What follows belongs to an exercise in optimizing a design on an open flow for a short achievable clock period and few clock cycles; a production flow would make more cautious choices.
In this exercise RTL edits were held to simulation tests only and were not proved equivalent to the original.
Power and IR drop assume default switching activity.

==> design/flow/design.v <==
`timescale 1ns / 1ps
module controller (
    input [31:0] inst,
    input [31:2] pc,
    input [31:0] v1,   
    input [31:0] v2,   
    output [4:0] rd,
    output [4:0] rs1,
    output [4:0] rs2,
    output [2:0] f3,
    output op,
    output opi,
    output ld,
    output st,
    output st_ok,
    output br,
    output jal,
    output jalr,
    output ctrl,
    output simple,   
    output wen,
    output use1,
    output use2,
    output [31:0] a,
    output [31:0] b,
    output [31:0] b4,
    output [31:0] c,
    output [31:0] link,
    output s_add,
    output s_sub,
    output s_xor,
    output s_or,
    output s_and,
    output s_sll,
    output s_srl,
    output s_sra,
    output s_slt,
    output s_link
);
  wire [4:0] opc = inst[6:2];
  wire legal = (inst[1:0] == 2'b11);
  wire alt = inst[30];
  assign rd = inst[11:7];
  assign f3 = inst[14:12];
  assign rs1 = inst[19:15];
  assign rs2 = inst[24:20];
  assign op = legal & (opc == 5'b01100);
  assign opi = legal & (opc == 5'b00100);
  assign ld = legal & (opc == 5'b00000);
  assign st = legal & (opc == 5'b01000);
  assign br = legal & (opc == 5'b11000);
  assign jal = legal & (opc == 5'b11011);
  assign jalr = legal & (opc == 5'b11001);
  wire lui = legal & (opc == 5'b01101);
  wire auipc = legal & (opc == 5'b00101);
  assign ctrl = br | jal | jalr;
  assign simple = op | opi | lui | auipc;
  wire ld_ok = (f3 == 3'b000) | (f3 == 3'b001) | (f3 == 3'b010) |
               (f3 == 3'b100) | (f3 == 3'b101);
  assign st_ok = (f3 == 3'b000) | (f3 == 3'b001) | (f3 == 3'b010);
  wire writes = op | opi | (ld & ld_ok) | lui | auipc | jal | (jalr & (f3 == 3'b000));
  assign wen = writes & (rd != 5'd0);
  assign use1 = op | opi | ld | st | br | jalr;
  assign use2 = op | st | br;
  wire [31:0] imm_i = {{20{inst[31]}}, inst[31:20]};
  wire [31:0] imm_s = {{20{inst[31]}}, inst[31:25], inst[11:7]};
  wire [31:0] imm_u = {inst[31:12], 12'b0};
  assign a = lui ? 32'h00000000 : (auipc ? {pc, 2'b00} : v1);
  assign b = op ? v2 : (st ? imm_s : ((lui | auipc) ? imm_u : imm_i));
  assign b4 = imm_i + 32'd4;
  assign c = opi ? imm_i : v2;
  assign link = {pc + 30'd1, 2'b00};
  wire opx = op | opi;
  assign s_add = ((op & !alt) | opi) & (f3 == 3'b000) | lui | auipc;
  assign s_sub = op & alt & (f3 == 3'b000);
  assign s_xor = opx & (f3 == 3'b100);
  assign s_or = opx & (f3 == 3'b110);
  assign s_and = opx & (f3 == 3'b111);
  assign s_sll = opx & (f3 == 3'b001);
  assign s_srl = opx & (f3 == 3'b101) & !alt;
  assign s_sra = opx & (f3 == 3'b101) & alt;
  assign s_slt = opx & (f3 == 3'b010 || f3 == 3'b011);
  assign s_link = jal | jalr;
endmodule
`timescale 1ns / 1ps
module regs (
    input clk,
    input rst,
    input [31:0] SelA,
    input [31:0] SelB,
    input [31:0] SelC,
    input [31:0] SelE,
    input [4:0] AddrD,
    input RegWEn,
    input [31:0] DataD,
    input [4:0] AddrD2,
    input RegWEn2,
    input [31:0] DataD2,
    output [31:0] DataA,
    output [31:0] DataB,
    output [31:0] DataC,
    output [31:0] DataE
);
  wire [31:0] rv[0:31];
  assign rv[0] = 32'h00000000;
  wire [31:0] ta[0:31];
  wire [31:0] tb[0:31];
  wire [31:0] tc[0:31];
  wire [31:0] te[0:31];
  assign ta[0] = 32'h00000000;
  assign tb[0] = 32'h00000000;
  assign tc[0] = 32'h00000000;
  assign te[0] = 32'h00000000;
  genvar i;
  generate
    for (i = 1; i < 32; i = i + 1) begin : g_reg
      reg [31:0] r;
      assign rv[i] = r;
      assign ta[i] = ta[i-1] | ({32{SelA[i]}} & r);
      assign tb[i] = tb[i-1] | ({32{SelB[i]}} & r);
      assign tc[i] = tc[i-1] | ({32{SelC[i]}} & r);
      assign te[i] = te[i-1] | ({32{SelE[i]}} & r);
      always @(posedge clk) begin
        if (rst) begin
          r <= (i == 1) ? 32'h00010ffc : ((i == 2 || i == 8) ? 32'h00010054 : 32'h00000000);
        end else if (RegWEn2 && AddrD2 == i) begin
          r <= DataD2;
        end else if (RegWEn && AddrD == i) begin
          r <= DataD;
        end
      end
    end
  endgenerate
  assign DataA = ta[31];
  assign DataB = tb[31];
  assign DataC = tc[31];
  assign DataE = te[31];
endmodule
`timescale 1ns / 1ps
module alu (
    input [31:0] a_r,
    input [31:0] b_r,
    input [31:0] al_r,
    input [31:0] bl_r,
    input [31:0] as_r,
    input [4:0] bs_r,
    input [31:0] m1,
    input [31:0] m2,
    input ar,
    input a1,
    input a2,
    input br,
    input b1,
    input b2,
    input [31:0] link,
    input s_add,
    input s_sub,
    input s_xor,
    input s_or,
    input s_and,
    input s_sll,
    input s_srl,
    input s_sra,
    input s_slt,
    input s_link,
    input un,
    output [31:0] sum,
    output [31:0] res
);
  wire [31:0] a = ({32{ar}} & a_r) | ({32{a1}} & m1) | ({32{a2}} & m2);
  wire [31:0] b = ({32{br}} & b_r) | ({32{b1}} & m1) | ({32{b2}} & m2);
  wire [31:0] al = ({32{ar}} & al_r) | ({32{a1}} & m1) | ({32{a2}} & m2);
  wire [31:0] bl = ({32{br}} & bl_r) | ({32{b1}} & m1) | ({32{b2}} & m2);
  wire [31:0] as = ({32{ar}} & as_r) | ({32{a1}} & m1) | ({32{a2}} & m2);
  wire [4:0] bs = ({5{br}} & bs_r) | ({5{b1}} & m1[4:0]) | ({5{b2}} & m2[4:0]);
  assign sum = a + b;
  wire [31:0] diff = a - b;
  wire lt = (a[31] ^ b[31]) ? (un ? b[31] : a[31]) : diff[31];
  wire [31:0] sll = as << bs;
  wire [31:0] srl = as >> bs;
  wire [31:0] sra = $signed(as) >>> bs;
  assign res = ({32{s_add}} & sum) | ({32{s_sub}} & diff) | ({32{s_xor}} & (al ^ bl)) |
               ({32{s_or}} & (al | bl)) | ({32{s_and}} & (al & bl)) | ({32{s_sll}} & sll) |
               ({32{s_srl}} & srl) | ({32{s_sra}} & sra) | ({32{s_slt}} & {31'b0, lt}) |
               ({32{s_link}} & link);
endmodule
`timescale 1ns / 1ps
module datapath (
    input clk,
    input rst,
    input [31:0] inst,
    input [31:0] l_data,
    output [31:0] addr_inst,
    output reg [31:0] addr_data,
    output reg [31:0] s_data,
    output reg mem_rw,
    output reg [3:0] mem_be
);
  localparam [31:0] START = 32'h00010054;
  localparam IB = 3;
  localparam NB = 1 << IB;
  localparam TW = 6;
  localparam TL = IB + 2;
  localparam TH = TL + TW - 1;
  wire mis;               
  reg jv_q, jpt_q;
  reg [31:2] jr_q, jptgt_q;
  wire [31:2] jr1_q = jr_q + 30'd1;
  wire jfail = jv_q & !(jpt_q & (jr_q == jptgt_q));
  wire [31:2] redirect;   
  wire [31:2] redirect1;  
  wire stall;             
  wire split;             
  wire e_ldst_w;          
  wire upd;               
  wire [IB-1:0] upd_idx;
  wire [TW-1:0] upd_tag;
  wire [31:2] upd_tgt;
  wire [1:0] upd_ctr;
  reg upd_q;
  reg [IB-1:0] uidx_q;
  reg [TW-1:0] utag_q;
  reg [31:2] utgt_e;
  reg [1:0] uctr_q;
  reg ujalr_q;
  always @(posedge clk) begin
    if (rst) upd_q <= 1'b0;
    else upd_q <= upd;
    uidx_q <= upd_idx;
    utag_q <= upd_tag;
    utgt_e <= upd_tgt;
    uctr_q <= upd_ctr;
  end
  wire [31:2] utgt_q = ujalr_q ? jr_q : utgt_e;
  reg [31:2] pc_f;    
  reg [31:2] pcf1;    
  reg s1v;
  assign addr_inst = {pc_f, 2'b00};
  wire btb_v[0:NB-1];
  wire [TW-1:0] btb_tag[0:NB-1];
  wire [31:2] btb_tgt[0:NB-1];
  wire [1:0] btb_ctr[0:NB-1];
  wire btb_tiv[0:NB-1];
  wire [31:0] btb_tinst[0:NB-1];
  reg fill_q;
  reg [IB-1:0] fidx_q;
  genvar gi;
  generate
    for (gi = 0; gi < NB; gi = gi + 1) begin : g_btb
      reg v;
      reg [TW-1:0] tag;
      reg [31:2] tgt;
      reg [1:0] ctr;
      reg tiv;
      reg [31:0] tinst;
      assign btb_tiv[gi] = tiv;
      assign btb_tinst[gi] = tinst;
      assign btb_v[gi] = v;
      assign btb_tag[gi] = tag;
      assign btb_tgt[gi] = tgt;
      assign btb_ctr[gi] = ctr;
      always @(posedge clk) begin
        if (rst) v <= 1'b0;
        else if (upd_q && uidx_q == gi) v <= 1'b1;
        if (upd_q && uidx_q == gi) begin
          tag <= utag_q;
          tgt <= utgt_q;
          ctr <= uctr_q;
        end
        if (rst) begin
          tiv <= 1'b0;
        end else if (upd_q && uidx_q == gi) begin
          tiv <= tiv & (utgt_q == tgt);
        end else if (fill_q && fidx_q == gi) begin
          tiv <= (pc_f == tgt) & (inst[6:4] != 3'b110);
          tinst <= inst;
        end
      end
    end
  endgenerate
  wire [IB-1:0] fa_idx = pc_f[TL-1:2];
  wire [NB-1:0] fa_ehit, fa_ept, fb_ehit, fb_ept;
  genvar ge;
  generate
    for (ge = 0; ge < NB; ge = ge + 1) begin : g_cmp
      assign fa_ehit[ge] = btb_v[ge] & (btb_tag[ge] == pc_f[TH:TL]);
      assign fa_ept[ge] = fa_ehit[ge] & btb_ctr[ge][1];
      assign fb_ehit[ge] = btb_v[ge] & (btb_tag[ge] == pcf1[TH:TL]);
      assign fb_ept[ge] = fb_ehit[ge] & btb_ctr[ge][1];
    end
  endgenerate
  wire fa_hit = fa_ehit[fa_idx];
  wire [1:0] fa_ctr = fa_hit ? btb_ctr[fa_idx] : 2'b00;
  wire fa_pt = fa_ept[fa_idx];
  wire [31:2] fa_tgt = btb_tgt[fa_idx];
  wire [31:0] fa_tinst = btb_tinst[fa_idx];
  wire fa_ti = btb_tiv[fa_idx];
  wire [IB-1:0] fb_idx = pcf1[TL-1:2];
  wire fb_hit = fb_ehit[fb_idx];
  wire [1:0] fb_ctr = fb_hit ? btb_ctr[fb_idx] : 2'b00;
  wire fb_pt = fb_ept[fb_idx];
  wire [31:2] fb_tgt = btb_tgt[fb_idx];
  wire [31:2] fa_tgt1 = fa_tgt + 30'd1;
  wire [31:2] fb_tgt1 = fb_tgt + 30'd1;
  wire f_pair = s1v & !fa_pt;
  wire f_two = f_pair & !split;
  wire f_tj = fa_pt & fa_ti & !split;
  wire [31:2] fa_tgt2 = fa_tgt + 30'd2;
  wire [31:2] pc_f2 = pcf1 + 30'd1;
  wire [31:2] seq_n = f_tj ? fa_tgt1 : (f_two ? (fb_pt ? fb_tgt : pc_f2) : (fa_pt ? fa_tgt : pcf1));
  wire [31:2] pc_f3 = pcf1 + 30'd2;
  wire [31:2] seq_n1 = ({30{f_two & fb_pt}} & fb_tgt1) | ({30{f_two & !fb_pt}} & pc_f3) |
                       ({30{!f_two & fa_pt & !f_tj}} & fa_tgt1) | ({30{!f_two & !fa_pt}} & pc_f2) |
                       ({30{f_tj}} & fa_tgt2);
  wire [31:2] pc_m = redirect;
  wire [31:2] pc_m1 = redirect1;
  wire [31:2] pc_s = stall ? pc_f : seq_n;
  wire [31:2] pc_s1 = stall ? pcf1 : seq_n1;
  wire [31:2] pc_n = mis ? pc_m : pc_s;
  wire [31:2] pc_n1 = mis ? pc_m1 : pc_s1;
  always @(posedge clk) begin
    if (rst) begin
      pc_f <= START[31:2];
      pcf1 <= START[31:2] + 30'd1;
    end else begin
      pc_f <= pc_n;
      pcf1 <= pc_n1;
    end
  end
  function automatic [31:0] onehot(input [4:0] r);
    onehot = 32'd1 << r;
  endfunction
  wire [31:0] oh_i1 = onehot(inst[19:15]);
  wire [31:0] oh_i2 = onehot(inst[24:20]);
  wire [31:0] oh_l1 = onehot(l_data[19:15]);
  wire [31:0] oh_l2 = onehot(l_data[24:20]);
  wire [31:0] oh_t1 = onehot(fa_tinst[19:15]);
  wire [31:0] oh_t2 = onehot(fa_tinst[24:20]);
  always @(posedge clk) begin
    if (rst) fill_q <= 1'b0;
    else fill_q <= fa_pt & !f_tj & !stall & !mis;
    fidx_q <= fa_idx;
  end
  reg [31:0] s1_d, s2_d, s1b_d, s2b_d;
  function automatic [7:0] pdec(input [31:0] w);
    reg lg, op, opi, ld, st, br, jal, jalr, lui, auipc;
    begin
      lg = (w[1:0] == 2'b11);
      op = lg & (w[6:2] == 5'b01100);
      opi = lg & (w[6:2] == 5'b00100);
      ld = lg & (w[6:2] == 5'b00000);
      st = lg & (w[6:2] == 5'b01000);
      br = lg & (w[6:2] == 5'b11000);
      jal = lg & (w[6:2] == 5'b11011);
      jalr = lg & (w[6:2] == 5'b11001);
      lui = lg & (w[6:2] == 5'b01101);
      auipc = lg & (w[6:2] == 5'b00101);
      pdec = {jal, br | jal | jalr, br, op | opi | lui | auipc,
              br & (w[31:25] == 7'd0) & (w[11:7] == 5'b01000),
              (op | opi | ld | lui | auipc | jal | jalr) & (w[11:7] != 5'd0),
              op | opi | ld | st | br | jalr, op | st | br};
    end
  endfunction
  function automatic dep(input [31:0] w0, input [7:0] p0, input [31:0] w1, input [7:0] p1);
    dep = p0[2] & (((w0[11:7] == w1[19:15]) & p1[1]) | ((w0[11:7] == w1[24:20]) & p1[0]));
  endfunction
  wire [7:0] pd_i = pdec(inst);
  wire [7:0] pd_l = pdec(l_data);
  wire [7:0] pd_t = pdec(fa_tinst);
  reg [7:0] pd0_d, pd1_d;
  reg dep01_d;
  wire dep_s = dep(inst1_d, pd1_d, inst, pd_i);
  wire dep_t = dep(inst, pd_i, fa_tinst, pd_t);
  wire dep_l = dep(inst, pd_i, l_data, pd_l);
  reg v_d, f_d;
  reg [31:0] inst_d, inst1_d;
  reg [31:2] pc_d, pc1_d;
  reg pt_d, hit_d, pt1_d, hit1_d;
  reg [1:0] ctr_d, ctr1_d;
  reg [31:2] ptgt_d, ptgt1_d;
  always @(posedge clk) begin
    if (rst) begin
      v_d <= 1'b0;
      f_d <= 1'b0;
    end else if (mis) begin
      v_d <= 1'b0;
      f_d <= 1'b0;
    end else if (!stall) begin
      v_d <= 1'b1;
      f_d <= split | f_pair | f_tj;
    end
    if (!stall) begin
      if (split) begin
        pd0_d <= pd1_d;
        pd1_d <= pd_i;
        dep01_d <= dep_s;
      end else if (f_tj) begin
        pd0_d <= pd_i;
        pd1_d <= pd_t;
        dep01_d <= dep_t;
      end else begin
        pd0_d <= pd_i;
        pd1_d <= pd_l;
        dep01_d <= dep_l;
      end
    end
    if (!stall) begin
      if (split) begin
        inst_d <= inst1_d;
        s1_d <= s1b_d;
        s2_d <= s2b_d;
        pc_d <= pc1_d;
        pt_d <= pt1_d;
        hit_d <= hit1_d;
        ctr_d <= ctr1_d;
        ptgt_d <= ptgt1_d;
      end else begin
        inst_d <= inst;
        s1_d <= oh_i1;
        s2_d <= oh_i2;
        pc_d <= pc_f;
        pt_d <= fa_pt;
        hit_d <= fa_hit;
        ctr_d <= fa_ctr;
        ptgt_d <= fa_tgt;
      end
    end
    if (!stall) begin
      if (split) begin
        inst1_d <= inst;
        s1b_d <= oh_i1;
        s2b_d <= oh_i2;
        pc1_d <= pc_f;
        pt1_d <= fa_pt;
        hit1_d <= fa_hit;
        ctr1_d <= fa_ctr;
        ptgt1_d <= fa_tgt;
      end else if (f_tj) begin
        inst1_d <= fa_tinst;
        s1b_d <= oh_t1;
        s2b_d <= oh_t2;
        pc1_d <= fa_tgt;
        pt1_d <= 1'b0;
        hit1_d <= 1'b0;
        ctr1_d <= 2'b00;
        ptgt1_d <= fa_tgt;
      end else begin
        inst1_d <= l_data;
        s1b_d <= oh_l1;
        s2b_d <= oh_l2;
        pc1_d <= pcf1;
        pt1_d <= fb_pt;
        hit1_d <= fb_hit;
        ctr1_d <= fb_ctr;
        ptgt1_d <= fb_tgt;
      end
    end
  end
  wire [31:0] d_v1, d_v2, d1_v1, d1_v2;
  wire [4:0] d_rd, d_rs1, d_rs2, d1_rd, d1_rs1, d1_rs2;
  wire [2:0] d_f3, d1_f3;
  wire d_op, d_opi, d_ld, d_st, d_st_ok, d_br, d_jal, d_jalr, d_ctrl, d_simple, d_wen,
       d_use1, d_use2;
  wire d1_op, d1_opi, d1_ld, d1_st, d1_st_ok, d1_br, d1_jal, d1_jalr, d1_ctrl, d1_simple,
       d1_wen, d1_use1, d1_use2;
  wire [31:0] d_a, d_b, d_b4, d_c, d_link, d1_a, d1_b, d1_b4, d1_c, d1_link;
  wire d_sadd, d_ssub, d_sxor, d_sor, d_sand, d_ssll, d_ssrl, d_ssra, d_sslt, d_slink;
  wire d1_sadd, d1_ssub, d1_sxor, d1_sor, d1_sand, d1_ssll, d1_ssrl, d1_ssra, d1_sslt, d1_slink;
  controller dec0 (
      .inst(inst_d), .pc(pc_d), .v1(d_v1), .v2(d_v2),
      .rd(d_rd), .rs1(d_rs1), .rs2(d_rs2), .f3(d_f3),
      .op(d_op), .opi(d_opi), .ld(d_ld), .st(d_st), .st_ok(d_st_ok), .br(d_br), .jal(d_jal),
      .jalr(d_jalr), .ctrl(d_ctrl), .simple(d_simple), .wen(d_wen), .use1(d_use1),
      .use2(d_use2), .a(d_a), .b(d_b), .b4(d_b4), .c(d_c), .link(d_link),
      .s_add(d_sadd), .s_sub(d_ssub), .s_xor(d_sxor), .s_or(d_sor), .s_and(d_sand),
      .s_sll(d_ssll), .s_srl(d_ssrl), .s_sra(d_ssra), .s_slt(d_sslt), .s_link(d_slink)
  );
  controller dec1 (
      .inst(inst1_d), .pc(pc1_d), .v1(d1_v1), .v2(d1_v2),
      .rd(d1_rd), .rs1(d1_rs1), .rs2(d1_rs2), .f3(d1_f3),
      .op(d1_op), .opi(d1_opi), .ld(d1_ld), .st(d1_st), .st_ok(d1_st_ok), .br(d1_br),
      .jal(d1_jal), .jalr(d1_jalr), .ctrl(d1_ctrl), .simple(d1_simple), .wen(d1_wen),
      .use1(d1_use1), .use2(d1_use2), .a(d1_a), .b(d1_b), .b4(d1_b4), .c(d1_c),
      .link(d1_link),
      .s_add(d1_sadd), .s_sub(d1_ssub), .s_xor(d1_sxor), .s_or(d1_sor), .s_and(d1_sand),
      .s_sll(d1_ssll), .s_srl(d1_ssrl), .s_sra(d1_ssra), .s_slt(d1_sslt), .s_link(d1_slink)
  );
  wire [31:0] imm_b = {{19{inst_d[31]}}, inst_d[31], inst_d[7], inst_d[30:25], inst_d[11:8], 1'b0};
  wire [31:0] imm_j = {{11{inst_d[31]}}, inst_d[31], inst_d[19:12], inst_d[20], inst_d[30:21], 1'b0};
  wire [31:0] imm_b1 = {{19{inst1_d[31]}}, inst1_d[31], inst1_d[7], inst1_d[30:25], inst1_d[11:8], 1'b0};
  wire [31:0] imm_j1 = {{11{inst1_d[31]}}, inst1_d[31], inst1_d[19:12], inst1_d[20], inst1_d[30:21], 1'b0};
  wire dep01 = dep01_d;
  wire x0 = !pd0_d[6] & !pt_d;
  wire pxb = f_d & x0 & pd1_d[5] & !dep01 & !(pd1_d[3] & !pt1_d);
  wire pxy = f_d & x0 & pd1_d[4] & !pt1_d & !dep01;
  wire pby = f_d & pd0_d[5] & pd1_d[4] & !pt1_d;
  wire d_skip1 = pd0_d[3];
  wire pred = pby & d_skip1 & !pt_d;
  wire pxj = f_d & x0 & pd1_d[7];
  wire pjy = f_d & pd0_d[7] & pd1_d[4] & !pt1_d & !dep01;
  wire two = pxb | pxy | pby | pxj | pjy;
  assign split = v_d & f_d & !two;
  wire ua = !pby;                       
  wire ub = pxy | pby | pxj | pjy;      
  wire pair = pxb | pxj;                
  wire wen_w1;
  wire [4:0] rd_w1;
  wire [31:0] wdata_w1;
  reg wen2_w;
  reg [4:0] rd2_w;
  reg [31:0] res2_w;
  wire [31:0] rf_a, rf_b, rf_c, rf_e;
  regs my_regs (
      .clk(clk),
      .rst(rst),
      .SelA(s1_d),
      .SelB(s2_d),
      .SelC(s1b_d),
      .SelE(s2b_d),
      .AddrD(rd_w1),
      .RegWEn(wen_w1),
      .DataD(wdata_w1),
      .AddrD2(rd2_w),
      .RegWEn2(wen2_w),
      .DataD2(res2_w),
      .DataA(rf_a),
      .DataB(rf_b),
      .DataC(rf_c),
      .DataE(rf_e)
  );
  reg wen_m, ld_m, wen2_m;
  reg [4:0] rd_m, rd2_m;
  reg [31:0] res_m, res2_m;
  reg [2:0] f3_m;
  function automatic [31:0] align(input [31:0] w, input [1:0] off, input [2:0] f3);
    reg [31:0] sh;
    begin
      sh = w >> {off, 3'b000};
      case (f3)
        3'b000: align = {{24{sh[7]}}, sh[7:0]};
        3'b001: align = {{16{sh[15]}}, sh[15:0]};
        3'b100: align = {24'b0, sh[7:0]};
        3'b101: align = {16'b0, sh[15:0]};
        default: align = w;
      endcase
    end
  endfunction
  wire [31:0] l_al_m = align(l_data, addr_data[1:0], f3_m);
  function automatic [31:0] bypass(input [4:0] rs, input [31:0] rf);
    begin
      if (wen2_m && rd2_m == rs) bypass = res2_m;
      else if (wen_m && rd_m == rs) bypass = ld_m ? l_al_m : res_m;
      else if (wen2_w && rd2_w == rs) bypass = res2_w;
      else if (wen_w1 && rd_w1 == rs) bypass = wdata_w1;
      else bypass = rf;
    end
  endfunction
  assign d_v1 = bypass(d_rs1, rf_a);
  assign d_v2 = bypass(d_rs2, rf_b);
  assign d1_v1 = bypass(d1_rs1, rf_c);
  assign d1_v2 = bypass(d1_rs2, rf_e);
  reg sq_e;
  reg v_e;
  reg e_wen, e_ld, e2_wen;
  reg [4:0] e_rd, e2_rd;
  wire ew = e_wen & !sq_e;
  wire el = e_ld & !sq_e;
  wire ew2 = e2_wen & !sq_e;
  wire h2_01 = ew2 & (e2_rd == d_rs1) & d_use1;
  wire h2_02 = ew2 & (e2_rd == d_rs2) & d_use2;
  wire h2_11 = ew2 & (e2_rd == d1_rs1) & d1_use1;
  wire h2_12 = ew2 & (e2_rd == d1_rs2) & d1_use2;
  wire h1_01 = ew & (e_rd == d_rs1) & d_use1 & !h2_01;
  wire h1_02 = ew & (e_rd == d_rs2) & d_use2 & !h2_02;
  wire h1_11 = ew & (e_rd == d1_rs1) & d1_use1 & !h2_11;
  wire h1_12 = ew & (e_rd == d1_rs2) & d1_use2 & !h2_12;
  wire haz0 = el & (h1_01 | h1_02);
  wire haz1 = el & (h1_11 | h1_12);
  reg pl1_rr, pl1_1r, pl1_2r, pl1_r1, pl1_r2, pl0_rr, pl0_1r, pl0_2r, pl0_r1, pl0_r2;
  reg pe1_rr, pe1_1r, pe1_2r, pe1_r1, pe1_r2, pe0_rr, pe0_1r, pe0_2r, pe0_r1, pe0_r2;
  reg c_pred;
  wire hp0 = c_pred & (h2_01 | h2_02);
  wire hp1 = c_pred & (h2_11 | h2_12);
  wire p_f = pair ? (h1_11 | h2_11) : (h1_01 | h2_01);
  wire q_f = pair ? (h1_12 | h2_12) : (h1_02 | h2_02);
  wire hpq = (pxb | d_br) & p_f & q_f;
  assign stall = v_d & (haz0 | hp0 | hpq | (two & (haz1 | hp1)));
  wire [31:2] d_pc1 = pc_d + 30'd1;
  wire [31:2] d_cpc = pair ? pc1_d : pc_d;
  wire [31:2] d_pc2 = pc_d + 30'd2;
  wire [31:2] d1_pc1 = pc1_d + 30'd1;
  wire [31:2] d1_pc2 = pc1_d + 30'd2;
  wire [31:2] d_cnxt = ({30{pair}} & d1_pc1) | ({30{!pair}} & d_pc1);
  wire [31:2] d_cnxt1 = ({30{pair}} & d1_pc2) | ({30{!pair}} & d_pc2);
  wire d_cpt = pair ? pt1_d : pt_d;
  wire [31:2] d_tb = pc_d + imm_b[31:2];
  wire [31:2] d_tj = pc_d + imm_j[31:2];
  wire [31:2] d_t1 = pc1_d + imm_b1[31:2];
  wire [31:2] d_t1j = pc1_d + imm_j1[31:2];
  wire d_st1 = pxb;
  wire d_st1j = pxj;
  wire d_stj = !pair & d_jal;
  wire d_stb = !pair & !d_jal;
  reg [31:0] a_e, b_e, c_e, link_e;
  reg [31:0] al_e, bl_e, as_e;
  reg [4:0] bs_e;
  reg far_e, fa1_e, fa2_e, fbr_e, fb1_e, fb2_e, fcr_e, fc1_e, fc2_e;
  reg s_add_e, s_sub_e, s_xor_e, s_or_e, s_and_e, s_sll_e, s_srl_e, s_sra_e, s_slt_e, s_link_e;
  reg un_e, e_st, e_ldst;
  wire e_ls = e_ldst & !sq_e;
  reg [2:0] f3_e;
  reg [31:0] a2_e, b2_e;
  reg [31:0] al2_e, bl2_e, as2_e;
  reg [4:0] bs2_e;
  reg gar_e, ga1_e, ga2_e, gbr_e, gb1_e, gb2_e;
  reg t_add_e, t_sub_e, t_xor_e, t_or_e, t_and_e, t_sll_e, t_srl_e, t_sra_e, t_slt_e;
  reg un2_e, pby_e, t_link_e;
  reg [31:0] link2_e;
  reg [31:0] p_e, q_e;
  reg c_br, c_jal, c_jalr, c_ctrl, c_pt, c_hit;
  reg [1:0] c_ctr;
  reg [2:0] c_f3;
  reg unb_e;
  reg [31:2] c_pc, c_nxt, c_ptgt;
  reg [31:2] tb_e, tj_e, t1_e, t1j_e, c_nxt1;
  reg sel_tb, sel_tj, sel_t1, sel_t1j;
  reg k_rr, k_1r, k_2r, k_r1, k_r2;
  reg kl1_rr, kl1_1r, kl1_2r, kl1_r1, kl1_r2, kl0_rr, kl0_1r, kl0_2r, kl0_r1, kl0_r2;
  reg ke1_rr, ke1_1r, ke1_2r, ke1_r1, ke1_r2, ke0_rr, ke0_1r, ke0_2r, ke0_r1, ke0_r2;
  reg jk_e, c_jal_v, c_misc_v, c_x, c_ltsel, c_bj;
  wire d_go = v_d & !stall;
  wire p1 = pair ? h1_11 : h1_01;
  wire p2 = pair ? h2_11 : h2_01;
  wire q1 = pair ? h1_12 : h1_02;
  wire q2 = pair ? h2_12 : h2_02;
  wire pr = !p1 & !p2;
  wire qr = !q1 & !q2;
  wire cbr = pxb | d_br;
  wire c_lt = pair ? d1_f3[2] : d_f3[2];
  wire c_xd = (pair ? d1_f3[0] : d_f3[0]) ^ d_cpt;
  always @(posedge clk) begin
    if (rst) begin
      v_e <= 1'b0;
      e_wen <= 1'b0;
      e_ld <= 1'b0;
      e_ldst <= 1'b0;
      e2_wen <= 1'b0;
      pby_e <= 1'b0;
      c_pred <= 1'b0;
      sq_e <= 1'b0;
      kl1_rr <= 1'b0;
      kl0_rr <= 1'b0;
      ke1_rr <= 1'b0;
      ke0_rr <= 1'b0;
      pl1_rr <= 1'b0;
      pl0_rr <= 1'b0;
      pe1_rr <= 1'b0;
      pe0_rr <= 1'b0;
      kl1_1r <= 1'b0;
      kl0_1r <= 1'b0;
      ke1_1r <= 1'b0;
      ke0_1r <= 1'b0;
      pl1_1r <= 1'b0;
      pl0_1r <= 1'b0;
      pe1_1r <= 1'b0;
      pe0_1r <= 1'b0;
      kl1_2r <= 1'b0;
      kl0_2r <= 1'b0;
      ke1_2r <= 1'b0;
      ke0_2r <= 1'b0;
      pl1_2r <= 1'b0;
      pl0_2r <= 1'b0;
      pe1_2r <= 1'b0;
      pe0_2r <= 1'b0;
      kl1_r1 <= 1'b0;
      kl0_r1 <= 1'b0;
      ke1_r1 <= 1'b0;
      ke0_r1 <= 1'b0;
      pl1_r1 <= 1'b0;
      pl0_r1 <= 1'b0;
      pe1_r1 <= 1'b0;
      pe0_r1 <= 1'b0;
      kl1_r2 <= 1'b0;
      kl0_r2 <= 1'b0;
      ke1_r2 <= 1'b0;
      ke0_r2 <= 1'b0;
      pl1_r2 <= 1'b0;
      pl0_r2 <= 1'b0;
      pe1_r2 <= 1'b0;
      pe0_r2 <= 1'b0;
      jk_e <= 1'b0;
      c_jal_v <= 1'b0;
      c_misc_v <= 1'b0;
    end else begin
      v_e <= d_go;
      e_wen <= d_go & ua & d_wen;
      e_ld <= d_go & ua & d_ld;
      e_ldst <= d_go & ua & (d_ld | (d_st & d_st_ok));
      e2_wen <= d_go & ub & d1_wen;
      pby_e <= d_go & (pby | pjy);
      sq_e <= mis;
      c_pred <= d_go & pred;
      k_rr <= d_go & cbr & !pred & pr & qr;
      kl1_rr <= d_go & cbr & !pred & pr & qr & c_lt & !c_xd;
      kl0_rr <= d_go & cbr & !pred & pr & qr & c_lt & c_xd;
      ke1_rr <= d_go & cbr & !pred & pr & qr & !c_lt & !c_xd;
      ke0_rr <= d_go & cbr & !pred & pr & qr & !c_lt & c_xd;
      pl1_rr <= d_go & pred & pr & qr & c_lt & !c_xd;
      pl0_rr <= d_go & pred & pr & qr & c_lt & c_xd;
      pe1_rr <= d_go & pred & pr & qr & !c_lt & !c_xd;
      pe0_rr <= d_go & pred & pr & qr & !c_lt & c_xd;
      k_1r <= d_go & cbr & !pred & p1 & qr;
      kl1_1r <= d_go & cbr & !pred & p1 & qr & c_lt & !c_xd;
      kl0_1r <= d_go & cbr & !pred & p1 & qr & c_lt & c_xd;
      ke1_1r <= d_go & cbr & !pred & p1 & qr & !c_lt & !c_xd;
      ke0_1r <= d_go & cbr & !pred & p1 & qr & !c_lt & c_xd;
      pl1_1r <= d_go & pred & p1 & qr & c_lt & !c_xd;
      pl0_1r <= d_go & pred & p1 & qr & c_lt & c_xd;
      pe1_1r <= d_go & pred & p1 & qr & !c_lt & !c_xd;
      pe0_1r <= d_go & pred & p1 & qr & !c_lt & c_xd;
      k_2r <= d_go & cbr & !pred & p2 & qr;
      kl1_2r <= d_go & cbr & !pred & p2 & qr & c_lt & !c_xd;
      kl0_2r <= d_go & cbr & !pred & p2 & qr & c_lt & c_xd;
      ke1_2r <= d_go & cbr & !pred & p2 & qr & !c_lt & !c_xd;
      ke0_2r <= d_go & cbr & !pred & p2 & qr & !c_lt & c_xd;
      pl1_2r <= d_go & pred & p2 & qr & c_lt & !c_xd;
      pl0_2r <= d_go & pred & p2 & qr & c_lt & c_xd;
      pe1_2r <= d_go & pred & p2 & qr & !c_lt & !c_xd;
      pe0_2r <= d_go & pred & p2 & qr & !c_lt & c_xd;
      k_r1 <= d_go & cbr & !pred & pr & q1;
      kl1_r1 <= d_go & cbr & !pred & pr & q1 & c_lt & !c_xd;
      kl0_r1 <= d_go & cbr & !pred & pr & q1 & c_lt & c_xd;
      ke1_r1 <= d_go & cbr & !pred & pr & q1 & !c_lt & !c_xd;
      ke0_r1 <= d_go & cbr & !pred & pr & q1 & !c_lt & c_xd;
      pl1_r1 <= d_go & pred & pr & q1 & c_lt & !c_xd;
      pl0_r1 <= d_go & pred & pr & q1 & c_lt & c_xd;
      pe1_r1 <= d_go & pred & pr & q1 & !c_lt & !c_xd;
      pe0_r1 <= d_go & pred & pr & q1 & !c_lt & c_xd;
      k_r2 <= d_go & cbr & !pred & pr & q2;
      kl1_r2 <= d_go & cbr & !pred & pr & q2 & c_lt & !c_xd;
      kl0_r2 <= d_go & cbr & !pred & pr & q2 & c_lt & c_xd;
      ke1_r2 <= d_go & cbr & !pred & pr & q2 & !c_lt & !c_xd;
      ke0_r2 <= d_go & cbr & !pred & pr & q2 & !c_lt & c_xd;
      pl1_r2 <= d_go & pred & pr & q2 & c_lt & !c_xd;
      pl0_r2 <= d_go & pred & pr & q2 & c_lt & c_xd;
      pe1_r2 <= d_go & pred & pr & q2 & !c_lt & !c_xd;
      pe0_r2 <= d_go & pred & pr & q2 & !c_lt & c_xd;
      jk_e <= d_go & !pair & d_jalr;
      c_jal_v <= d_go & (pair ? d1_jal : d_jal);
      c_misc_v <= d_go & !two & !d_ctrl & pt_d;
    end
    e_rd <= d_rd;
    a_e <= d_a;
    b_e <= d_b;
    al_e <= (d_sxor | d_sor | d_sand) ? d_a : 32'h00000000;
    bl_e <= (d_sxor | d_sor | d_sand) ? d_b : 32'h00000000;
    as_e <= (d_ssll | d_ssrl | d_ssra) ? d_a : 32'h00000000;
    bs_e <= (d_ssll | d_ssrl | d_ssra) ? d_b[4:0] : 5'd0;
    c_e <= d_v2;
    link_e <= d_link;
    far_e <= !h1_01 & !h2_01;
    fa1_e <= h1_01;
    fa2_e <= h2_01;
    fbr_e <= !(d_op & (h1_02 | h2_02));
    fb1_e <= d_op & h1_02;
    fb2_e <= d_op & h2_02;
    fcr_e <= !h1_02 & !h2_02;
    fc1_e <= h1_02;
    fc2_e <= h2_02;
    s_add_e <= d_sadd;
    s_sub_e <= d_ssub;
    s_xor_e <= d_sxor;
    s_or_e <= d_sor;
    s_and_e <= d_sand;
    s_sll_e <= d_ssll;
    s_srl_e <= d_ssrl;
    s_sra_e <= d_ssra;
    s_slt_e <= d_sslt;
    s_link_e <= d_slink;
    un_e <= d_f3[0];
    e_st <= ua & d_st & d_st_ok;
    f3_e <= d_f3;
    e2_rd <= d1_rd;
    a2_e <= d1_a;
    b2_e <= d1_b;
    al2_e <= (d1_sxor | d1_sor | d1_sand) ? d1_a : 32'h00000000;
    bl2_e <= (d1_sxor | d1_sor | d1_sand) ? d1_b : 32'h00000000;
    as2_e <= (d1_ssll | d1_ssrl | d1_ssra) ? d1_a : 32'h00000000;
    bs2_e <= (d1_ssll | d1_ssrl | d1_ssra) ? d1_b[4:0] : 5'd0;
    gar_e <= !h1_11 & !h2_11;
    ga1_e <= h1_11;
    ga2_e <= h2_11;
    gbr_e <= !(d1_op & (h1_12 | h2_12));
    gb1_e <= d1_op & h1_12;
    gb2_e <= d1_op & h2_12;
    t_add_e <= d1_sadd;
    t_sub_e <= d1_ssub;
    t_xor_e <= d1_sxor;
    t_or_e <= d1_sor;
    t_and_e <= d1_sand;
    t_sll_e <= d1_ssll;
    t_srl_e <= d1_ssrl;
    t_sra_e <= d1_ssra;
    t_slt_e <= d1_sslt;
    t_link_e <= d1_slink;
    link2_e <= d1_link;
    un2_e <= d1_f3[0];
    p_e <= pair ? d1_v1 : d_v1;
    q_e <= pair ? d1_v2 : d_v2;
    c_br <= cbr;
    c_x <= (pair ? d1_f3[0] : d_f3[0]) ^ d_cpt;
    c_ltsel <= pair ? d1_f3[2] : d_f3[2];
    c_bj <= pair | d_br | d_jal;
    c_jal <= pair ? d1_jal : d_jal;
    c_jalr <= !pair & d_jalr;
    c_ctrl <= pair | d_ctrl;
    c_pt <= d_cpt;
    c_hit <= pair ? hit1_d : hit_d;
    c_ctr <= pair ? ctr1_d : ctr_d;
    c_f3 <= pair ? d1_f3 : d_f3;
    unb_e <= pair ? d1_f3[1] : d_f3[1];
    c_pc <= d_cpc;
    c_nxt <= d_cnxt;
    c_nxt1 <= d_cnxt1;
    tb_e <= d_tb;
    tj_e <= d_tj;
    t1_e <= d_t1;
    sel_t1 <= d_st1;
    sel_t1j <= d_st1j;
    t1j_e <= d_t1j;
    sel_tj <= d_stj;
    sel_tb <= d_stb;
    c_ptgt <= pair ? ptgt1_d : ptgt_d;
  end
  wire [31:0] ec = ({32{fcr_e}} & c_e) | ({32{fc1_e}} & res_m) | ({32{fc2_e}} & res2_m);
  wire [31:2] c_tgt = ({30{sel_tb}} & tb_e) | ({30{sel_tj}} & tj_e) | ({30{sel_t1}} & t1_e) |
                     ({30{sel_t1j}} & t1j_e);
  wire [31:0] e_sum, e_res, e2_sum, e2_res;
  alu alu_a (
      .a_r(a_e), .b_r(b_e), .al_r(al_e), .bl_r(bl_e), .as_r(as_e), .bs_r(bs_e),
      .m1(res_m), .m2(res2_m),
      .ar(far_e), .a1(fa1_e), .a2(fa2_e), .br(fbr_e), .b1(fb1_e), .b2(fb2_e),
      .link(link_e),
      .s_add(s_add_e), .s_sub(s_sub_e), .s_xor(s_xor_e), .s_or(s_or_e), .s_and(s_and_e),
      .s_sll(s_sll_e), .s_srl(s_srl_e), .s_sra(s_sra_e), .s_slt(s_slt_e), .s_link(s_link_e),
      .un(un_e), .sum(e_sum), .res(e_res)
  );
  alu alu_b (
      .a_r(a2_e), .b_r(b2_e), .al_r(al2_e), .bl_r(bl2_e), .as_r(as2_e), .bs_r(bs2_e),
      .m1(res_m), .m2(res2_m),
      .ar(gar_e), .a1(ga1_e), .a2(ga2_e), .br(gbr_e), .b1(gb1_e), .b2(gb2_e),
      .link(link2_e),
      .s_add(t_add_e), .s_sub(t_sub_e), .s_xor(t_xor_e), .s_or(t_or_e), .s_and(t_and_e),
      .s_sll(t_sll_e), .s_srl(t_srl_e), .s_sra(t_sra_e), .s_slt(t_slt_e), .s_link(t_link_e),
      .un(un2_e), .sum(e2_sum), .res(e2_res)
  );
  function automatic less(input [31:0] x, input [31:0] y, input un);
    reg lo;
    begin
      lo = x[30:0] < y[30:0];
      less = (x[31] ^ y[31]) ? (un ? y[31] : x[31]) : lo;
    end
  endfunction
  wire eq_rr = (p_e == q_e);
  wire eq_1r = (res_m == q_e);
  wire eq_2r = (res2_m == q_e);
  wire eq_r1 = (p_e == res_m);
  wire eq_r2 = (p_e == res2_m);
  wire lt_rr = less(p_e, q_e, unb_e);
  wire lt_1r = less(res_m, q_e, unb_e);
  wire lt_2r = less(res2_m, q_e, unb_e);
  wire lt_r1 = less(p_e, res_m, unb_e);
  wire lt_r2 = less(p_e, res2_m, unb_e);
  wire br_cond = (k_rr & (c_ltsel ? lt_rr : eq_rr)) | (k_1r & (c_ltsel ? lt_1r : eq_1r)) |
                 (k_2r & (c_ltsel ? lt_2r : eq_2r)) | (k_r1 & (c_ltsel ? lt_r1 : eq_r1)) |
                 (k_r2 & (c_ltsel ? lt_r2 : eq_r2));
  wire br_taken = br_cond ^ c_f3[0];
  wire act_taken = c_br ? br_taken : (c_jal | c_jalr);
  wire pred_tk = (pl1_rr & lt_rr) | (pl0_rr & !lt_rr) | (pe1_rr & eq_rr) | (pe0_rr & !eq_rr) |
                 (pl1_1r & lt_1r) | (pl0_1r & !lt_1r) | (pe1_1r & eq_1r) | (pe0_1r & !eq_1r) |
                 (pl1_2r & lt_2r) | (pl0_2r & !lt_2r) | (pe1_2r & eq_2r) | (pe0_2r & !eq_2r) |
                 (pl1_r1 & lt_r1) | (pl0_r1 & !lt_r1) | (pe1_r1 & eq_r1) | (pe0_r1 & !eq_r1) |
                 (pl1_r2 & lt_r2) | (pl0_r2 & !lt_r2) | (pe1_r2 & eq_r2) | (pe0_r2 & !eq_r2);
  wire bad = c_ptgt != c_tgt;
  wire mis_bad = v_e & c_pt & bad & c_bj;
  wire mis_br = (kl1_rr & lt_rr) | (kl0_rr & !lt_rr) | (ke1_rr & eq_rr) | (ke0_rr & !eq_rr) |
                (kl1_1r & lt_1r) | (kl0_1r & !lt_1r) | (ke1_1r & eq_1r) | (ke0_1r & !eq_1r) |
                (kl1_2r & lt_2r) | (kl0_2r & !lt_2r) | (ke1_2r & eq_2r) | (ke0_2r & !eq_2r) |
                (kl1_r1 & lt_r1) | (kl0_r1 & !lt_r1) | (ke1_r1 & eq_r1) | (ke0_r1 & !eq_r1) |
                (kl1_r2 & lt_r2) | (kl0_r2 & !lt_r2) | (ke1_r2 & eq_r2) | (ke0_r2 & !eq_r2);
  assign mis = (!sq_e & (mis_br | (c_jal_v & !c_pt) | mis_bad | c_misc_v)) | jfail;
  wire [31:2] c_tgt1 = c_tgt + 30'd1;
  wire bad_ctl = bad & c_bj;
  assign redirect = jfail ? jr_q : (c_pt ? (bad_ctl ? c_pc : c_nxt) : c_tgt);
  assign redirect1 = jfail ? jr1_q : (c_pt ? (bad_ctl ? c_nxt : c_nxt1) : c_tgt1);
  wire kill_a = jfail | sq_e;
  wire kill_b = jfail | sq_e | (pby_e & (mis_br | (c_jal_v & !c_pt) | mis_bad)) | pred_tk;
  assign upd = v_e & !sq_e & c_ctrl & (act_taken | c_hit) & !jfail & !c_pred;
  always @(posedge clk) begin
    if (rst) jv_q <= 1'b0;
    else jv_q <= jk_e & !sq_e & !jfail;
    jpt_q <= c_pt;
    jptgt_q <= c_ptgt;
    jr_q <= e_sum[31:2];
    ujalr_q <= c_jalr;
  end
  assign upd_idx = c_pc[TL-1:2];
  assign upd_tag = c_pc[TH:TL];
  assign upd_tgt = c_tgt;
  assign upd_ctr = act_taken ? (c_hit ? ((c_ctr == 2'b11) ? 2'b11 : c_ctr + 2'b01) : 2'b10) :
                               ((c_ctr == 2'b00) ? 2'b00 : c_ctr - 2'b01);
  assign e_ldst_w = e_ldst;
  always @(posedge clk) begin
    if (rst) begin
      wen_m <= 1'b0;
      ld_m <= 1'b0;
      wen2_m <= 1'b0;
      mem_rw <= 1'b0;
      s1v <= 1'b0;
    end else begin
      wen_m <= e_wen & !kill_a;
      ld_m <= e_ld & !kill_a;
      wen2_m <= e2_wen & !kill_b;
      mem_rw <= v_e & e_st & !kill_a;
      s1v <= !e_ls;
    end
    rd_m <= e_rd;
    rd2_m <= e2_rd;
    f3_m <= f3_e;
    res_m <= e_res;
    res2_m <= e2_res;
    addr_data <= e_ls ? e_sum : (mis ? {pc_m1, 2'b00} : {pc_s1, 2'b00});
    s_data <= (f3_e[1:0] == 2'b00) ? {4{ec[7:0]}} : ((f3_e[1:0] == 2'b01) ? {2{ec[15:0]}} : ec);
    mem_be <= (f3_e[1:0] == 2'b00) ? (4'b0001 << e_sum[1:0]) :
              ((f3_e[1:0] == 2'b01) ? (e_sum[1] ? 4'b1100 : 4'b0011) : 4'b1111);
  end
  reg wen_w, ld_w;
  reg [4:0] rd_w;
  reg [2:0] f3_w;
  reg [1:0] off_w;
  reg [31:0] ld_w_raw, res_w;
  always @(posedge clk) begin
    if (rst) begin
      wen_w <= 1'b0;
      ld_w <= 1'b0;
      wen2_w <= 1'b0;
    end else begin
      wen_w <= wen_m;
      ld_w <= ld_m;
      wen2_w <= wen2_m;
    end
    rd_w <= rd_m;
    rd2_w <= rd2_m;
    f3_w <= f3_m;
    off_w <= addr_data[1:0];
    ld_w_raw <= l_data;
    res_w <= res_m;
    res2_w <= res2_m;
  end
  wire [31:0] l_sh = ld_w_raw >> {off_w, 3'b000};
  reg [31:0] l_al;
  always @(*) begin
    case (f3_w)
      3'b000: l_al = {{24{l_sh[7]}}, l_sh[7:0]};
      3'b001: l_al = {{16{l_sh[15]}}, l_sh[15:0]};
      3'b100: l_al = {24'b0, l_sh[7:0]};
      3'b101: l_al = {16'b0, l_sh[15:0]};
      default: l_al = ld_w_raw;
    endcase
  end
  assign wen_w1 = wen_w;
  assign rd_w1 = rd_w;
  assign wdata_w1 = ld_w ? l_al : res_w;
endmodule
==> design/flow/flow/run.sh <==
#!/bin/bash
set -euo pipefail
MARGIN=7
if [[ -f flow/margin.txt ]]; then MARGIN=$(cat flow/margin.txt); fi
EXTRA=()
if [[ -f flow/extra.txt ]]; then mapfile -t EXTRA < flow/extra.txt; fi
if [[ -f flow/post_resize.tcl ]]; then EXTRA+=("POST_RESIZE_TCL=$PWD/flow/post_resize.tcl"); fi
if [[ -f flow/post_grt.tcl ]]; then EXTRA+=("POST_GLOBAL_ROUTE_TCL=$PWD/flow/post_grt.tcl"); fi
if [[ -f flow/post_drt.tcl ]]; then EXTRA+=("POST_DETAIL_ROUTE_TCL=$PWD/flow/post_drt.tcl"); fi
bash standard.sh SETUP_SLACK_MARGIN=$MARGIN "${EXTRA[@]}" finish > standard.log 2>&1
==> design/flow/flow/extra.txt <==
BUFFER_PORTS_ARGS=-buffer_cell sky130_fd_sc_hd__buf_4
SKIP_ANTENNA_REPAIR_POST_DRT=1
==> design/flow/flow/margin.txt <==
7
==> design/flow/flow/post_drt.tcl <==
# Antenna repair after detailed routing with a ratio margin, repeated until check_antennas
# is clean (ORFS's own post-route repair, without margin, is skipped). Each repair is
# followed by detailed routing with ORFS's arguments.
upvar #0 all_args drt_args
set n 0
while {[check_antennas] && $n < 10} {
  repair_antennas -ratio_margin 20
  detailed_route {*}$drt_args
  incr n
}
==> design/flow/flow/post_grt.tcl <==
# Extra antenna repair with margin after global routing, so that detailed routing leaves
# fewer antenna violations to repair (each repair there means another detailed route).
repair_antennas -iterations 3 -ratio_margin 30 -allow_congestion
check_placement -verbose
check_antennas
==> design/flow/flow/post_resize.tcl <==
# Buffer long wires (over 250 um), which also keeps the antenna ratio of their segments low.
repair_design -max_wire_length 250 -slew_margin 20 -cap_margin 20 -match_cell_footprint
==> design/flow/standard.sh <==
#!/bin/bash
# synth_recipe.tcl (not shown) runs the flow's synth.tcl, then flattens the netlist and writes it again
# the make line also repeats each setting of config.mk as NAME=value (left out here)
make -C /OpenROAD-flow-scripts/flow DESIGN_CONFIG=/design/flow/config.mk WORK_HOME=/design/flow/orfs CLKGATE_MAP_FILE= SYNTH_SCRIPT=/design/flow/synth_recipe.tcl "${@:-finish}"
==> design/flow/config.mk <==
export PLATFORM = sky130hd
export DESIGN_NAME = datapath
export DESIGN_NICKNAME = datapath
export VERILOG_FILES = /design/flow/design.v
export SDC_FILE = /design/flow/constraint.sdc
export NUM_CORES = 8
export LEC_CHECK = 0
export CAP_MARGIN = 20
export CELL_PAD_IN_SITES_DETAIL_PLACEMENT = 1
export CELL_PAD_IN_SITES_GLOBAL_PLACEMENT = 2
export CORE_MARGIN = 2
export CORE_UTILIZATION = 25
export GPL_ROUTABILITY_DRIVEN = 1
export PLACE_DENSITY = 0.5
export SLEW_MARGIN = 20
==> design/flow/constraint.sdc <==
create_clock -name core_clock -period 10.0 [get_ports {clk}]
set_input_delay 2.0000 -clock core_clock [delete_from_list [all_inputs] [get_ports {clk}]]
set_output_delay 2.0000 -clock core_clock [all_outputs]
set_load 0.01 [all_outputs]
==> results of run 1 <==
-- power breakdown --
group | switching, mW | internal, mW
logic | 16.3 | 10.6
clock network | 7.08 | 9.34
registers | 1.69 | 15.0
total | 25.1 | 34.9
-- layout by cell type (no fill, tap or decap), types with 343 or more instances in the layout --
| cell | count |
|---|---|
| mux2i_1 | 343 |
| xor2_1 | 602 |
| clkbuf_16 | 466 |
| edfxtp_1 | 892 |
| o211ai_1 | 896 |
| buf_4 | 2442 |
| ha_1 | 425 |
| buf_6 | 2169 |
| nor2_1 | 1949 |
| inv_1 | 464 |
| xnor2_1 | 531 |
| dfxtp_1 | 2092 |
| nand2_1 | 2655 |
| buf_12 | 562 |
| a221oi_1 | 591 |
| o21ai_0 | 976 |
| a22oi_1 | 400 |
| a21oi_1 | 735 |
| nand4_1 | 475 |
| a22o_1 | 899 |
| buf_8 | 758 |
-- worst max-delay path by stage --
stage,start,end,cells past startpoint,slack [ns]
global placement,inst_d[15]$_DFFE_PN_,pcf1[29]$_SDFF_PP0_,13,3.04
finish,pcf1[4]$_SDFF_PP1_,pcf1[16]$_SDFF_PP1_,22,5.28
floorplan,pcf1[4]$_SDFF_PP1_,addr_data[28]$_DFF_P_,22,5.86
detailed placement,res2_m[30]$_DFF_P_,pc_f[3]$_SDFFE_PP0P_,14,3.94
CTS,pcf1[4]$_SDFF_PP1_,addr_data[22]$_DFF_P_,23,5.45
-- registers in the layout (all words and copies together), names as in the netlist, 48 cells and up --
| signal | cells |
|---|---|
| g_btb.tgt | 240 |
| g_btb.tag | 48 |
| g_btb.tinst | 256 |
| my_regs.g.r | 992 |
-- layout make-up --
type,instances,area (um^2),area share
Timing Repair Buffer,6318,76000,0.241
Clock buffer,583,11800,0.0374
Sequential cell,3177,73000,0.231
Inverter,578,2310,0.00731
Multi-Input combinational cell,17500,137000,0.433
Clock inverter,197,2490,0.00790
Antenna cell,233,583,0.00185
Tap cell,10300,12800,0.0407
-- kinds of logic after synthesis --
logic type               share of synthesized area
flip-flops                                   0.371
buffers and inverters                       0.0568
other                                    0.0000192
multiplexers                                0.0370
AND/OR/NAND/NOR                              0.169
adder cells (fa/ha/maj)                     0.0333
XOR/XNOR                                    0.0555
AO/OA/AOI/OAI                                0.277
-- critical path, delay by kind of cell (launching register included) --
kind,cells,cell delay (ns)
compound gates,5,1.25
xor+xnor,1,0.15
fa+ha+maj,1,0.14
buf+inv,10,1.29
flops,1,0.44
simple gates,5,1.34
-- routing by layer --
metal,part of all wire,wire [um],vias up
met5,0.0014,2630,-
met2,0.39,715000,19700
li1,-,-,96700
met3,0.12,212000,6676
met4,0.087,159000,138
met1,0.40,733000,128000
==> impl_metrics.toml, run 1 <==
[floorplanning]
io_pins = 167
dieArea_um2 = 788000
die_height_um = 888
placeableCoreArea_um2 = 778000
start_util = 0.251
rows = 324
die_w_um = 888

[layout]
num-nets-final = 28600
area_growth_pct = 61.7
fin_util = 0.406
n_fill_cell = 85700
layoutNonFillerInstCount = 38900
layout-drive-gt1-share = 0.384
final_area_um2 = 316000

[yosys]
synth.most_common_cell = "nand2_1"
ys.flop_type = "dfxtp_1"
yosysSeqAreaShare = 0.371
ys_ff_latch = 3177
postSynthCellCount = 23500
async_reset_ff_frac = 0
netlist.top_cell.by_area = "dfxtp_1"
syn_avg_cell_area_um2 = 8.31
yosysUniqueCellTypes = 124
synth.cell_area_um2 = 195000
ys_top_cells_by_area = "dfxtp_1 (23%), edfxtp_1 (14%), nand2_1 (5.6%)"
synth.top_cells.by_count = "nand2_1 (2935), nor2_1 (2442), dfxtp_1 (2285)"
yosys_warnings = 2
synth-edff-count = 892
synth_top_cell_area_share = 0.234

[hold_path]
holdCritPathClass = "reg -> reg"
hp-start = "f3_e[2]$_DFF_P_"
hold_end = "f3_m[2]$_DFF_P_"
whs_path_depth = 0

[timing]
final-setup-viol-count = 0
fin_crit_ns = 4.72
fmax_ghz = 0.212
fin_skew_ns = 0.143
relSlewSlack = 0.204
fin_crit_sh = 0.472
fin_ws_ns = 5.28
drv_slew = 0
holdWs_ns = 0.351
fin_setup_tns_ns = 0
hold_viol = 0
tightest_slew_ns = 1.19

[run_status]
status = "finished clean"

[clock_network]
cts_max_path_buffers = 4
cts_setup_buffers = 1473
ctsResizeCount = 5093
cts-root-buf = "clkbuf_16"
htree_levels = 5
insertion_delay_ns = 1.20
clk_pin_slew_ns = 0.06
cts_made_buffers = 421
cts_hold_buf = 0
cts_num_sinks = 3177
cts_tree = "built"

[setup_path]
crit_path_start_kind = "register"
r2r-start = "pcf1[4]$_SDFF_PP1_"
cp_data_arrival_time_ns = 5.78
max_stage_delay_ns = 0.44
cp.required_ns = 11.05
critPathSlowestCell = "dfxtp_4"
crit_fanout = 5
r2r_cells = 22
regToRegEndpoint = "pcf1[16]$_SDFF_PP1_"
path_cells = "buf_16 > buf_16 > clkinv_8 > buf_12 > ha_4 > or3_4 > buf_12 > or2_4 > buf_6 > buf_16 > buf_4 > a31oi_4 > nand4_4 > nor4_4 > buf_6 > buf_6 > xor2_1 > nand2_1 > o311a_1 > o211ai_1 > o211ai_1 > a32oi_1"
cp-end-kind = "register"
critical_path_class = "reg -> reg"
rrSetupSlack_ns = 5.28

[place]
hpwl_um = 1420000
pre_cts_slack_ns = 3.94
gp_congestion = 0.988
io_buffer_count = 164
place_area_um2 = 248000
dp_cells = 35600

[power]
ir_worst_vdd_uv = 178
leakagePower_nw = 123
finalPower_mw = 60.0
powerDensity_nw_per_um2 = 190

[global_routing]
grt_busiest_layer = "met2"
grtUsageTotal = 0.437
grt_pass1_vias = 234000
grt.met3_usage = 0.152
met2_usage = 0.612
gr-usage-met1 = 0.567
antenna_found_initial = 143
gr-total-overflow = 0
grt_pass1_wl_um = 2340000
grt_max_degree = 90

[route]
drc = 0
wl_um = 1820000
drt_iter0_drc = 40300
firstDrtPassIters = 17
routed_via_density = 6.46
ant_nets = 0
detailroute.via_count = 251000
wl_per_cell_um = 46.9

[flow_run]
max_cap_viol_count = 0
Testbench counts, summed over its fixed seeds: cycles 270,573.
==> run 2: changes to the inputs <==
--- a/design/flow/design.v
+++ b/design/flow/design.v
@@ -209,6 +209,8 @@
   wire jfail = jv_q & !(jpt_q & (jr_q == jptgt_q));
   wire [31:2] redirect;   
   wire [31:2] redirect1;  
+  wire [31:2] redirect2;  
+  wire [31:2] redirect3;  
   wire stall;             
   wire split;             
   wire e_ldst_w;          
@@ -234,6 +236,8 @@
   wire [31:2] utgt_q = ujalr_q ? jr_q : utgt_e;
   reg [31:2] pc_f;    
   reg [31:2] pcf1;    
+  reg [31:2] pcf2;    
+  reg [31:2] pcf3;    
   reg s1v;
   assign addr_inst = {pc_f, 2'b00};
   wire btb_v[0:NB-1];
@@ -306,25 +310,44 @@
   wire f_two = f_pair & !split;
   wire f_tj = fa_pt & fa_ti & !split;
   wire [31:2] fa_tgt2 = fa_tgt + 30'd2;
-  wire [31:2] pc_f2 = pcf1 + 30'd1;
-  wire [31:2] seq_n = f_tj ? fa_tgt1 : (f_two ? (fb_pt ? fb_tgt : pc_f2) : (fa_pt ? fa_tgt : pcf1));
-  wire [31:2] pc_f3 = pcf1 + 30'd2;
-  wire [31:2] seq_n1 = ({30{f_two & fb_pt}} & fb_tgt1) | ({30{f_two & !fb_pt}} & pc_f3) |
-                       ({30{!f_two & fa_pt & !f_tj}} & fa_tgt1) | ({30{!f_two & !fa_pt}} & pc_f2) |
-                       ({30{f_tj}} & fa_tgt2);
+  wire [31:2] fa_tgt3 = fa_tgt + 30'd3;
+  wire [31:2] fa_tgt4 = fa_tgt + 30'd4;
+  wire [31:2] fb_tgt2 = fb_tgt + 30'd2;
+  wire [31:2] fb_tgt3 = fb_tgt + 30'd3;
+  wire [31:2] pc_f4 = pcf3 + 30'd1;
+  wire [31:2] pc_f5 = pcf3 + 30'd2;
+  wire s_tj = f_tj;
+  wire s_tb = !f_tj & f_two & fb_pt;
+  wire s_2 = !f_tj & f_two & !fb_pt;
+  wire s_ta = !f_tj & !f_two & fa_pt;
+  wire s_1 = !f_tj & !f_two & !fa_pt;
+  wire [31:2] seq_n = ({30{s_tj}} & fa_tgt1) | ({30{s_tb}} & fb_tgt) | ({30{s_2}} & pcf2) |
+                      ({30{s_ta}} & fa_tgt) | ({30{s_1}} & pcf1);
+  wire [31:2] seq_n1 = ({30{s_tj}} & fa_tgt2) | ({30{s_tb}} & fb_tgt1) | ({30{s_2}} & pcf3) |
+                       ({30{s_ta}} & fa_tgt1) | ({30{s_1}} & pcf2);
+  wire [31:2] seq_n2 = ({30{s_tj}} & fa_tgt3) | ({30{s_tb}} & fb_tgt2) | ({30{s_2}} & pc_f4) |
+                       ({30{s_ta}} & fa_tgt2) | ({30{s_1}} & pcf3);
+  wire [31:2] seq_n3 = ({30{s_tj}} & fa_tgt4) | ({30{s_tb}} & fb_tgt3) | ({30{s_2}} & pc_f5) |
+                       ({30{s_ta}} & fa_tgt3) | ({30{s_1}} & pc_f4);
   wire [31:2] pc_m = redirect;
   wire [31:2] pc_m1 = redirect1;
   wire [31:2] pc_s = stall ? pc_f : seq_n;
   wire [31:2] pc_s1 = stall ? pcf1 : seq_n1;
+  wire [31:2] pc_s2 = stall ? pcf2 : seq_n2;
+  wire [31:2] pc_s3 = stall ? pcf3 : seq_n3;
   wire [31:2] pc_n = mis ? pc_m : pc_s;
   wire [31:2] pc_n1 = mis ? pc_m1 : pc_s1;
   always @(posedge clk) begin
     if (rst) begin
       pc_f <= START[31:2];
       pcf1 <= START[31:2] + 30'd1;
+      pcf2 <= START[31:2] + 30'd2;
+      pcf3 <= START[31:2] + 30'd3;
     end else begin
       pc_f <= pc_n;
       pcf1 <= pc_n1;
+      pcf2 <= mis ? redirect2 : pc_s2;
+      pcf3 <= mis ? redirect3 : pc_s3;
     end
   end
   function automatic [31:0] onehot(input [4:0] r);
@@ -592,6 +615,12 @@
   wire [31:2] d1_pc2 = pc1_d + 30'd2;
   wire [31:2] d_cnxt = ({30{pair}} & d1_pc1) | ({30{!pair}} & d_pc1);
   wire [31:2] d_cnxt1 = ({30{pair}} & d1_pc2) | ({30{!pair}} & d_pc2);
+  wire [31:2] d_pc3 = pc_d + 30'd3;
+  wire [31:2] d_pc4 = pc_d + 30'd4;
+  wire [31:2] d1_pc3 = pc1_d + 30'd3;
+  wire [31:2] d1_pc4 = pc1_d + 30'd4;
+  wire [31:2] d_cnxt2 = ({30{pair}} & d1_pc3) | ({30{!pair}} & d_pc3);
+  wire [31:2] d_cnxt3 = ({30{pair}} & d1_pc4) | ({30{!pair}} & d_pc4);
   wire d_cpt = pair ? pt1_d : pt_d;
   wire [31:2] d_tb = pc_d + imm_b[31:2];
   wire [31:2] d_tj = pc_d + imm_j[31:2];
@@ -622,7 +651,7 @@
   reg [2:0] c_f3;
   reg unb_e;
   reg [31:2] c_pc, c_nxt, c_ptgt;
-  reg [31:2] tb_e, tj_e, t1_e, t1j_e, c_nxt1;
+  reg [31:2] tb_e, tj_e, t1_e, t1j_e, c_nxt1, c_nxt2, c_nxt3;
   reg sel_tb, sel_tj, sel_t1, sel_t1j;
   reg k_rr, k_1r, k_2r, k_r1, k_r2;
   reg kl1_rr, kl1_1r, kl1_2r, kl1_r1, kl1_r2, kl0_rr, kl0_1r, kl0_2r, kl0_r1, kl0_r2;
@@ -822,6 +851,8 @@
     c_pc <= d_cpc;
     c_nxt <= d_cnxt;
     c_nxt1 <= d_cnxt1;
+    c_nxt2 <= d_cnxt2;
+    c_nxt3 <= d_cnxt3;
     tb_e <= d_tb;
     tj_e <= d_tj;
     t1_e <= d_t1;
@@ -893,6 +924,12 @@
   wire bad_ctl = bad & c_bj;
   assign redirect = jfail ? jr_q : (c_pt ? (bad_ctl ? c_pc : c_nxt) : c_tgt);
   assign redirect1 = jfail ? jr1_q : (c_pt ? (bad_ctl ? c_nxt : c_nxt1) : c_tgt1);
+  wire [31:2] c_tgt2 = c_tgt + 30'd2;
+  wire [31:2] c_tgt3 = c_tgt + 30'd3;
+  wire [31:2] jr2_q = jr_q + 30'd2;
+  wire [31:2] jr3_q = jr_q + 30'd3;
+  assign redirect2 = jfail ? jr2_q : (c_pt ? (bad_ctl ? c_nxt1 : c_nxt2) : c_tgt2);
+  assign redirect3 = jfail ? jr3_q : (c_pt ? (bad_ctl ? c_nxt2 : c_nxt3) : c_tgt3);
   wire kill_a = jfail | sq_e;
   wire kill_b = jfail | sq_e | (pby_e & (mis_br | (c_jal_v & !c_pt) | mis_bad)) | pred_tk;
   assign upd = v_e & !sq_e & c_ctrl & (act_taken | c_hit) & !jfail & !c_pred;
==> impl_metrics.toml, run 2 <==
[place]
gp_congestion = 1.03
pre_cts_slack_ns = 3.45
hpwl_um = 1610000

[setup_path]
cp.required_ns = 10.98
crit_fanout = 16
crit_path_start_kind = "register"
cp-end-kind = "register"
cp_data_arrival_time_ns = 5.63
critical_path_class = "reg -> reg"

[yosys]
synth.cell_area_um2 = 209000
ys_top_cells_by_area = "dfxtp_1 (23%), edfxtp_1 (13%), nand2_1 (5.8%)"
synth.most_common_cell = "nand2_1"
synth_top_cell_area_share = 0.230
yosys_warnings = 2
ys.flop_type = "dfxtp_1"
syn_avg_cell_area_um2 = 8.19
ys_ff_latch = 3294
async_reset_ff_frac = 0
yosysUniqueCellTypes = 119

[global_routing]
grt_max_degree = 71
grt_pass1_wl_um = 2620000
grt_pass1_vias = 256000
antenna_found_initial = 191
gr-total-overflow = 0
grtUsageTotal = 0.458

[route]
wl_per_cell_um = 48.3
wl_met3_um = 252000
detailroute.via_count = 278000
drt_iter0_drc = 46200
ant_nets = 0
wl_met1_um = 830000
routed_via_density = 6.52

[power]
p_sw_frac = 0.458
ir_worst_vdd_uv = 204
powerDensity_nw_per_um2 = 218
p_int_mw = 41.5
pwr-share-seq = 0.230
comb_power_share = 0.545
leakagePower_nw = 134

[clock_network]
ctsResizeCount = 6460
cts_hold_buf = 0
cts_max_path_buffers = 4
cts_num_sinks = 3294
cts_made_buffers = 430
clk_pin_slew_ns = 0.07
insertion_delay_ns = 1.25

[timing]
fin_skew_ns = 0.153
final-setup-viol-count = 0
fin_crit_ns = 4.65
hold_viol = 0
tightest_slew_ns = 1.26
drv_slew = 0
fin_setup_tns_ns = 0
fmax_ghz = 0.215
relSlewSlack = 0.153

[floorplanning]
rows = 335
die_height_um = 918
die_w_um = 918
io_pins = 167

[hold_path]
hp-start = "f3_e[2]$_DFF_P_"
holdCritPathClass = "reg -> reg"
hold_end = "f3_m[2]$_DFF_P_"
whs_path_depth = 0

[layout]
final_common_cell = "buf_4"
largest_register = "my_regs.g.r"
num-nets-final = 31500
largest_reg_flops = 992
area_growth_pct = 68.2
final_cell_mix = "buf_4 (2959), nand2_1 (2939), buf_6 (2428), dfxtp_1 (2214), nor2_1 (1785)"

[flow_run]
max_cap_viol_count = 0

[run_status]
status = "finished clean"
run 2: cell count changes after synthesis, moves of 143 or more:
cell      previous run  this run
a21oi_1           1121      1264
a22oi_1            465       645
a311oi_1            24       174
clkbuf_1          1848      1991
nand2_1           2935      3239
nor2_1            2442      2630
xnor2_1            597       818
run 2: logic make-up (layout without fill, tap and decap cells):
kind of cell | after synthesis | count (layout) | share of synthesized area
fa+ha+maj | 526 | 526 | 0.0318
compound gates | 8079 | 8079 | 0.275
xor+xnor | 1530 | 1530 | 0.0641
simple gates | 8306 | 8309 | 0.176
flops | 3294 | 3294 | 0.358
buf+inv | 3030 | 8755 | 0.0571
mux | 746 | 746 | 0.0377
other cells | 1 | 283 | 0.0000179
run 2: how the worst max path moves through the flow:
stage | startpoint | endpoint | cells past startpoint
floorplan | l_data[31] | bl2_e[16]$_SDFF_PN0_ | 9
global placement | res2_m[21]$_DFF_P_ | pcf3[15]$_SDFFE_PP0P_ | 13
detailed placement | res2_m[21]$_DFF_P_ | pcf2[29]$_SDFFE_PP0P_ | 14
CTS | ga2_e$_DFF_P_ | res2_m[29]$_DFF_P_ | 19
finish | pcf1[2]$_SDFF_PP0_ | pcf1[30]$_SDFF_PP0_ | 18
run 2: power groups by stage:
stage          clock network [mW]  registers (mW)  logic [mW]
2_1_floorplan                   0            16.7        12.4
3_3_place_gp                    0            18.2        25.8
3_5_place_dp                    0            17.7        30.2
4_1_cts                      17.2            17.5        36.8
6_report                     17.2            17.6        41.7
run 2: layout make-up:
cell class	count	area [um^2]
inverter	600	2390
tap	11100	13900
sequential	3294	75300
clock buffer	591	12100
antenna	281	703
fill	91200	481000
multi-input combinational	19200	155000
timing repair inverter	1	16.3
clock inverter	196	2670
timing repair buffer	7367	89600
run 2: worst max-delay path, cell delays in order, from the launching register on:
cell,delay (ns)
dfxtp_4,0.39
buf_12,0.16
buf_16,0.15
buf_16,0.17
nor2_1,0.16
buf_4,0.17
buf_6,0.17
a32oi_1,0.12
a31oi_4,0.42
buf_6,0.25
nor3b_4,0.29
buf_6,0.18
nand3_2,0.15
nor4_4,0.39
xnor2_4,0.17
a21oi_1,0.17
nand4_1,0.45
a21oi_2,0.38
a21oi_1,0.10
run 2: stage by stage:
stage          cell area (um^2)  power, mW  std cells  utilization  hold WS [ns]
3_3_place_gp             228000       44.0      35700        0.274         0.312
2_1_floorplan            210000       29.1      25500            -         0.310
6_report                 352000       76.5      42600        0.422         0.330
3_5_place_dp             268000       47.9      38900        0.321         0.315
4_1_cts                  331000       71.5      41600        0.397         0.330
run 2: routing by layer:
| layer | up-vias | global-route usage |
|---|---|---|
| li1 | 106000 | - |
| met1 | 142000 | 0.599 |
| met3 | 7071 | 0.167 |
| met5 | - | 0.0126 |
| met4 | 144 | 0.285 |
| met2 | 22600 | 0.634 |
Testbench counts of run 2, summed over its fixed seeds: cycles 270,573.

re-timing with driven ports:
Ports are ideal in the flow. The routed layouts listed here were re-timed in OpenROAD.
Step 1, drivers: a clkbuf_16 drives clk and a buf_2 each remaining input, both assumed.
Step 2, shift: input delay + t, output delay - t, t = (earliest + latest rising clock arrival at the registers) / 2. This alone moves slack from input paths to output paths.
Slacks: ideal ports / drivers / drivers and shift; pairs: ideal ports / drivers.
run	t (ns)	slack for setup (ns)
run 1	1.272	5.276 / 5.276 / 4.812
run 2	1.323	5.348 / 5.348 / 4.447
After both steps every run listed still meets setup and hold.
